Background: an optimization exercise with open tools, aiming at small area. Do not read the settings as production practice. Function was checked by simulation only, so behaviour that the tests miss may differ from the original. The flow treats the clock pin as an ideal source. Dropping or thinning the clock tree relies on that and would not hold on a real chip. No activity file was given, so power comes from the tool's default toggle rates.

==> v21 <==
Design mdc_if_top, start of the top module:
module mdc_if_top(
    input clk_8_3mhz,
    input reset_n,
    input mdio_in,
    output reg [15:0] read_reg_data,
    output read_valid,
    output busy,
    output mdio_out,
    output read_en
    );
reg [6:0] c;
reg [3:0] f;
reg [15:0] sr;
wire done = f[3] & f[2] & f[1];
wire rd   = f[0];
always @(posedge clk_8_3mhz)
begin
  if (!reset_n) begin
    c <= 7'd21;
    f <= 4'd15;
  end else begin
    c <= (&c) ? 7'd20 : c + 7'd1;
    if (c == 7'd27 && f != 4'd14)
      f <= f + 4'd1;
  end
end
reg [4:0] addr;
reg [15:0] data;
always @*
begin
  case (f[3:1])
    3'd0: begin addr = 5'h00; data = 16'hA000; end
    3'd1: begin addr = 5'h10; data = 16'h1023; end
    3'd2: begin addr = 5'h16; data = 16'h0002; end
    3'd3: begin addr = 5'h15; data = 16'h3000; end
    3'd4: begin addr = 5'h00; data = 16'hA000; end
    3'd5: begin addr = 5'h04; data = 16'h0081; end
    3'd6: begin addr = 5'h02; data = 16'h0000; end
    default: begin addr = 5'h1F; data = 16'hFFFF; end
  endcase
end
wire [31:0] frame = {2'b01, rd ? 2'b10 : 2'b01, 5'b00011, addr, 2'b10, data};
wire bit_out = frame[~c[4:0]];
assign mdio_out = ~reset_n | ~(c[6:5] == 2'b10) | bit_out | done;
assign busy = ~done & ~(c >= 7'd23 && c <= 7'd27);
assign read_en = reset_n & rd & (c == 7'd78 || (c >= 7'd80 && c <= 7'd96));
  ...
==> module mdc_if_top, before the edit <==
module mdc_if_top(
    input clk_8_3mhz,
    input reset_n,
    input mdio_in,
    output reg [15:0] read_reg_data,
    output read_valid,
    output busy,
    output mdio_out,
    output read_en
    );
reg [6:0] c;
reg [3:0] f;
reg [15:0] sr;
wire done = f[3] & f[2] & f[1];
wire rd   = f[0];
always @(posedge clk_8_3mhz)
begin
  if (!reset_n) begin
    c <= 7'd21;
    f <= 4'd15;
  end else begin
    c <= (&c) ? 7'd20 : c + 7'd1;
    if (c == 7'd27 && f != 4'd14)
      f <= f + 4'd1;
  end
end
reg [4:0] addr;
reg [15:0] data;
always @*
begin
  case (f[3:1])
    3'd0: begin addr = 5'h00; data = 16'hA000; end
    3'd1: begin addr = 5'h10; data = 16'h1023; end
    3'd2: begin addr = 5'h16; data = 16'h0002; end
    3'd3: begin addr = 5'h15; data = 16'h3000; end
    3'd4: begin addr = 5'h00; data = 16'hA000; end
    3'd5: begin addr = 5'h04; data = 16'h0081; end
    3'd6: begin addr = 5'h02; data = 16'h0000; end
    default: begin addr = 5'h1F; data = 16'hFFFF; end
  endcase
end
wire [31:0] frame = {2'b01, rd ? 2'b10 : 2'b01, 5'b00011, addr, 2'b10, data};
wire bit_out = frame[~c[4:0]];
assign mdio_out = ~reset_n | ~(c[6:5] == 2'b10) | bit_out | done;
assign busy = ~done & ~(c >= 7'd23 && c <= 7'd27);
assign read_en = reset_n & rd & (c == 7'd78 || (c >= 7'd80 && c <= 7'd96));
assign read_valid = rd & (c == 7'd20);
always @(posedge clk_8_3mhz)
  sr <= {sr[14:0], (rd && c[6:4] == 3'b101) ? mdio_in : sr[15]};
wire ld = rd & (&c);
wire ld1 = reset_n & ld;
wire ld0 = reset_n & ~ld;
always @(posedge clk_8_3mhz)
  read_reg_data <= ({16{ld1}} & {sr[14:0], sr[15]}) | ({16{ld0}} & read_reg_data);
endmodule
Settings: LEC_CHECK=0, CAP_MARGIN=20, CORE_MARGIN=2, CORE_UTILIZATION=40, SLEW_MARGIN=20; clock period 20.0 ns.
standard.sh (not shown) runs the stock make flow with config.mk's settings and CLKGATE_MAP_FILE= SYNTH_SCRIPT=/design/flow/synth_recipe.tcl, a recipe that flattens the netlist after the stock synthesis.
==> flow/flow/run.sh <==
#!/bin/bash
# Layout flow: the standard synthesis, then an area-only re-mapping of
# the combinational logic (registers untouched), then the standard ORFS
# steps with minimum-size port buffers and a one-level clock tree
# (clock_tree.tcl replaces the tree CTS builds).
set -euo pipefail
W=$PWD
R=$W/orfs/results/sky130hd/mdc_if_top/base

# 1. standard synthesis, unchanged
bash standard.sh synth > 01_synth_standard.log 2>&1

# 2. re-map the combinational cells for area; flip-flops keep names and cells
cp $R/1_2_yosys.v $W/synth_standard.v
SYNTH_IN=$W/synth_standard.v SYNTH_OUT=$W/synth_remap.v ABC_SCRIPT=$W/flow/area.abc \
  yosys -c $W/flow/remap.tcl > 02_remap.log 2>&1
cp $W/synth_remap.v $R/1_2_yosys.v
rm -f $R/1_synth.odb $R/1_synth.sdc

# 3. the rest of the standard flow
export BUFFER_PORTS_ARGS="-buffer_cell sky130_fd_sc_hd__buf_1"
export CTS_ARGS="-sink_clustering_enable -repair_clock_nets -dont_use_dummy_load -root_buf sky130_fd_sc_hd__clkbuf_4 -buf_list sky130_fd_sc_hd__clkbuf_4"
export POST_CTS_TCL=$W/flow/clock_tree.tcl CLKTREE_NBUF=2 CLKTREE_CELL=sky130_fd_sc_hd__clkbuf_8 CLKTREE_PORT=clk_8_3mhz
bash standard.sh > 03_layout.log 2>&1
==> flow/flow/area.abc <==
strash
&get -n
&deepsyn -T 60
&dch -f
&nf -R 1000
&put
==> flow/flow/clock_tree.tcl <==
# Replace the clock tree CTS built with a one-level tree: the clock port
# drives CLKTREE_NBUF buffers (CLKTREE_CELL), each placed at the centre of
# the flip-flops it drives. The flip-flops are split into groups by position.
set block [ord::get_db_block]
set db [ord::get_db]
set nbuf $::env(CLKTREE_NBUF)
set master [$db findMaster $::env(CLKTREE_CELL)]
set clk_port_net [$block findNet $::env(CLKTREE_PORT)]

# collect the clock sinks and the CTS buffers below the port
set sinks {}
set bufs {}
set todo [list $clk_port_net]
while {[llength $todo]} {
  set net [lindex $todo 0]
  set todo [lrange $todo 1 end]
  foreach it [$net getITerms] {
    set inst [$it getInst]
    set mname [[$inst getMaster] getName]
    if {[string match "sky130_fd_sc_hd__clkbuf_*" $mname] || [string match "sky130_fd_sc_hd__clkinv_*" $mname] || [string match "sky130_fd_sc_hd__buf_*" $mname]} {
      if {[$it isOutputSignal]} { continue }
      if {[lsearch $bufs $inst] < 0} {
        lappend bufs $inst
        lappend todo [[$inst findITerm X] getNet]
      }
    } else {
      if {[$it isInputSignal]} { lappend sinks $it }
    }
  }
}
puts "clock_tree: [llength $sinks] sinks, removing [llength $bufs] CTS cells"
foreach b $bufs {
  set onet [[$b findITerm X] getNet]
  foreach it [$b getITerms] { $it disconnect }
  odb::dbInst_destroy $b
  if {$onet != "NULL" && $onet != $clk_port_net} { odb::dbNet_destroy $onet }
}
foreach it $sinks { $it disconnect }

# split the sinks into nbuf groups of near-equal size by recursive
# bisection along the longer side of each group's bounding box
set items {}
foreach it $sinks {
  set box [[$it getInst] getBBox]
  lappend items [list [expr {([$box xMin] + [$box xMax]) / 2}] [expr {([$box yMin] + [$box yMax]) / 2}] $it]
}
proc split_groups {items k} {
  if {$k <= 1} { return [list $items] }
  set xs {}; set ys {}
  foreach e $items { lappend xs [lindex $e 0]; lappend ys [lindex $e 1] }
  set xs [lsort -integer $xs]; set ys [lsort -integer $ys]
  set axis [expr {([lindex $xs end] - [lindex $xs 0]) >= ([lindex $ys end] - [lindex $ys 0]) ? 0 : 1}]
  set items [lsort -integer -index $axis $items]
  set k1 [expr {$k / 2}]
  set n1 [expr {[llength $items] * $k1 / $k}]
  return [concat [split_groups [lrange $items 0 [expr {$n1 - 1}]] $k1] \
                 [split_groups [lrange $items $n1 end] [expr {$k - $k1}]]]
}
set groups [split_groups $items $nbuf]
for {set g 0} {$g < $nbuf} {incr g} {
  set grp [lindex $groups $g]
  set net [odb::dbNet_create $block "clknet_leaf_$g"]
  $net setSigType CLOCK
  set inst [odb::dbInst_create $block $master "clkbuf_leaf_$g"]
  [$inst findITerm A] connect $clk_port_net
  [$inst findITerm X] connect $net
  set sx 0; set sy 0
  foreach e $grp {
    [lindex $e 2] connect $net
    set sx [expr {$sx + [lindex $e 0]}]
    set sy [expr {$sy + [lindex $e 1]}]
  }
  set cnt [llength $grp]
  $inst setLocation [expr {$sx / $cnt}] [expr {$sy / $cnt}]
  $inst setPlacementStatus PLACED
  puts "clock_tree: clkbuf_leaf_$g drives $cnt sinks"
}
$clk_port_net setSigType CLOCK
detailed_placement
check_placement -verbose
estimate_parasitics -placement
repair_timing -hold
detailed_placement
check_placement -verbose
report_clock_skew
==> flow/flow/remap.tcl <==
# Re-map the combinational logic of the standard synthesis netlist for
# minimum area. Flip-flop cells are kept as black boxes, so their instance
# names, cell types and connections stay as the standard synthesis made them.
yosys -import
set lib /OpenROAD-flow-scripts/flow/platforms/sky130hd/lib/sky130_fd_sc_hd__tt_025C_1v80.lib
read_liberty -ignore_miss_func $lib
blackbox sky130_fd_sc_hd__df* sky130_fd_sc_hd__edf* sky130_fd_sc_hd__sdf* sky130_fd_sc_hd__dl*
read_verilog $::env(SYNTH_IN)
hierarchy -top mdc_if_top
flatten
opt -purge
abc -liberty $lib -dont_use *probe* -dont_use *lpflow* -script $::env(ABC_SCRIPT)
opt_clean -purge
write_verilog -noattr -selected -nohex -nodec $::env(SYNTH_OUT).tmp.v

design -reset
read_liberty -lib $lib
read_verilog $::env(SYNTH_OUT).tmp.v
hierarchy -top mdc_if_top
opt_clean -purge
yosys rename -hide w:*.*
opt_clean -purge
hilomap -singleton -hicell sky130_fd_sc_hd__conb_1 HI -locell sky130_fd_sc_hd__conb_1 LO
insbuf -buf sky130_fd_sc_hd__buf_1 A X
opt_clean -purge
tee -o $::env(SYNTH_OUT).stat stat -liberty $lib
check -assert -mapped
write_verilog -noattr -nohex -nodec $::env(SYNTH_OUT)
==> v25 (differences from v21) <==
--- a/flow/design.v
+++ b/flow/design.v
@@ -37,7 +37,7 @@
     3'd4: begin addr = 5'h00; data = 16'hA000; end
     3'd5: begin addr = 5'h04; data = 16'h0081; end
     3'd6: begin addr = 5'h02; data = 16'h0000; end
-    default: begin addr = 5'h1F; data = 16'hFFFF; end
+    default: begin addr = 5'h05; data = 16'h2080; end  
   endcase
 end
 wire [31:0] frame = {2'b01, rd ? 2'b10 : 2'b01, 5'b00011, addr, 2'b10, data};
--- a/flow/flow/run.sh
+++ b/flow/flow/run.sh
@@ -12,7 +12,8 @@
 
 # 2. re-map the combinational cells for area; flip-flops keep names and cells
 cp $R/1_2_yosys.v $W/synth_standard.v
-SYNTH_IN=$W/synth_standard.v SYNTH_OUT=$W/synth_remap.v ABC_SCRIPT=$W/flow/area.abc \
+SYNTH_IN=$W/synth_standard.v SYNTH_OUT=$W/synth_remap.v \
+  ABC_SCRIPTS="$(ls $W/flow/abc*.script | tr '\n' ' ')" \
   yosys -c $W/flow/remap.tcl > 02_remap.log 2>&1
 cp $W/synth_remap.v $R/1_2_yosys.v
 rm -f $R/1_synth.odb $R/1_synth.sdc
==> flow/flow/abc1.script (new file) <==
strash
&get -n
&deepsyn -T 20
&dch -f
&nf -R 1000
&put
==> flow/flow/abc2.script (new file) <==
strash
&get -n
&deepsyn -T 20
&dch -f
&nf -R 1000
&put
strash
&get -n
&deepsyn -T 20
&dch -f
&nf -R 1000
&put
==> flow/flow/abc3.script (new file) <==
strash
&get -n
&deepsyn -T 20
&dc2
&dch -f
&nf -R 1000
&put
==> flow/flow/abc4.script (new file) <==
strash
collapse
sop
fx
strash
&get -n
&deepsyn -T 20
&dch -f
&nf -R 1000
&put
==> flow/flow/abc5.script (new file) <==
strash
collapse
strash
&get -n
&deepsyn -T 20
&dch -f
&nf -R 1000
&put
--- a/flow/flow/remap.tcl
+++ b/flow/flow/remap.tcl
@@ -1,5 +1,6 @@
 # Re-map the combinational logic of the standard synthesis netlist for
-# minimum area. Flip-flop cells are kept as black boxes, so their instance
+# minimum area: each ABC script in ABC_SCRIPTS is tried and the smallest
+# result kept. Flip-flop cells are black boxes throughout, so their instance
 # names, cell types and connections stay as the standard synthesis made them.
 yosys -import
 set lib /OpenROAD-flow-scripts/flow/platforms/sky130hd/lib/sky130_fd_sc_hd__tt_025C_1v80.lib
@@ -9,13 +10,30 @@
 hierarchy -top mdc_if_top
 flatten
 opt -purge
-abc -liberty $lib -dont_use *probe* -dont_use *lpflow* -script $::env(ABC_SCRIPT)
-opt_clean -purge
-write_verilog -noattr -selected -nohex -nodec $::env(SYNTH_OUT).tmp.v
+design -save base
+
+set best_area 1e18
+set best_file ""
+set i 0
+foreach script $::env(ABC_SCRIPTS) {
+  incr i
+  design -load base
+  abc -liberty $lib -dont_use *probe* -dont_use *lpflow* -script $script
+  opt_clean -purge
+  set st [tee -q -s result.string stat -liberty $lib]
+  regexp {Chip area for module '\\mdc_if_top': ([0-9.]+)} $st -> area
+  puts "remap: $script area $area"
+  write_verilog -noattr -selected -nohex -nodec $::env(SYNTH_OUT).try$i.v
+  if {$area < $best_area} {
+    set best_area $area
+    set best_file $::env(SYNTH_OUT).try$i.v
+  }
+}
+puts "remap: best $best_file area $best_area"
 
 design -reset
 read_liberty -lib $lib
-read_verilog $::env(SYNTH_OUT).tmp.v
+read_verilog $best_file
 hierarchy -top mdc_if_top
 opt_clean -purge
 yosys rename -hide w:*.*
removed: flow/flow/area.abc
==> v7 (differences from v21) <==
--- a/flow/flow/run.sh
+++ b/flow/flow/run.sh
@@ -1,8 +1,7 @@
 #!/bin/bash
 # Layout flow: the standard synthesis, then an area-only re-mapping of
 # the combinational logic (registers untouched), then the standard ORFS
-# steps with minimum-size port buffers and a one-level clock tree
-# (clock_tree.tcl replaces the tree CTS builds).
+# steps with minimum-size port buffers and a small clock tree.
 set -euo pipefail
 W=$PWD
 R=$W/orfs/results/sky130hd/mdc_if_top/base
@@ -20,5 +19,4 @@
 # 3. the rest of the standard flow
 export BUFFER_PORTS_ARGS="-buffer_cell sky130_fd_sc_hd__buf_1"
 export CTS_ARGS="-sink_clustering_enable -repair_clock_nets -dont_use_dummy_load -root_buf sky130_fd_sc_hd__clkbuf_4 -buf_list sky130_fd_sc_hd__clkbuf_4"
-export POST_CTS_TCL=$W/flow/clock_tree.tcl CLKTREE_NBUF=2 CLKTREE_CELL=sky130_fd_sc_hd__clkbuf_8 CLKTREE_PORT=clk_8_3mhz
 bash standard.sh > 03_layout.log 2>&1
==> flow/flow/area.abc (replaced) <==
strash
&get -n
&dch -f
&nf -R 1000
&put
removed: flow/flow/clock_tree.tcl
==> qor summary <==
metric	v7	v21	v25
Avg Synthesized Cell Area	10.4 µm²	10.5 µm²	10.5 µm²
Global-route wire length before repair	4.75 mm	4.75 mm	4.82 mm
Status	timing/DRC/antenna clean	timing/DRC/antenna clean	timing/DRC/antenna clean
Met1 Routed Length	1.35 mm	1.31 mm	1.42 mm
Count of placed standard cells in the final layout, fillers left out	213	207	205
Pre-CTS setup slack	11.19 ns	11.26 ns	11.22 ns
Met3 wire len	206 µm	100 µm	113 µm
Die Y	64.3 µm	63.8 µm	63.4 µm
Global-route usage over all layers	0.146	0.144	0.148
Cells on worst reg2reg path	5	9	7
Power share of the sequential group	0.682	0.662	0.673
Flop-to-flop setup slack	17.62 ns	17.21 ns	17.89 ns
Synthesized instance count	140	136	134
Final nets	172	166	164
Fraction of power consumed by combinational cells	0.054	0.128	0.110
The clock cells of v21 and v25 come from the design's own scripts or RTL, not from TritonCTS.

==> static timing again, ports no longer ideal <==
The results above use ideal ports. As a check the final layouts listed here were re-extracted and re-timed, cells and wires unchanged. Step 1: set_driving_cell puts a clkbuf_16 on clk_8_3mhz and a buf_2 on each other input, an assumption about the parent block. Step 2 moves the port delays by t, midway between the first and last clock arrival at a register: inputs arrive t later, outputs are due t later. That takes back most of the time a late clock gives input paths. a / b / c = no drivers / after step 1 / after step 2; a / b = the first two.
run | t (ns) | setup slack, ns | worst slew at a driven data input, ns
v21 | 0.202 | 11.245 / 11.223 / 11.223 | 0.03
v25 | 0.204 | 11.214 / 11.190 / 11.190 | 0.03
v7 | 0.347 | 11.174 / 11.148 / 11.148 | 0.03
After both steps every run listed still meets setup and hold. For v7, which loses most, drivers alone change the setup slack by -0.026 ns; drivers and shift together by -0.026 ns.
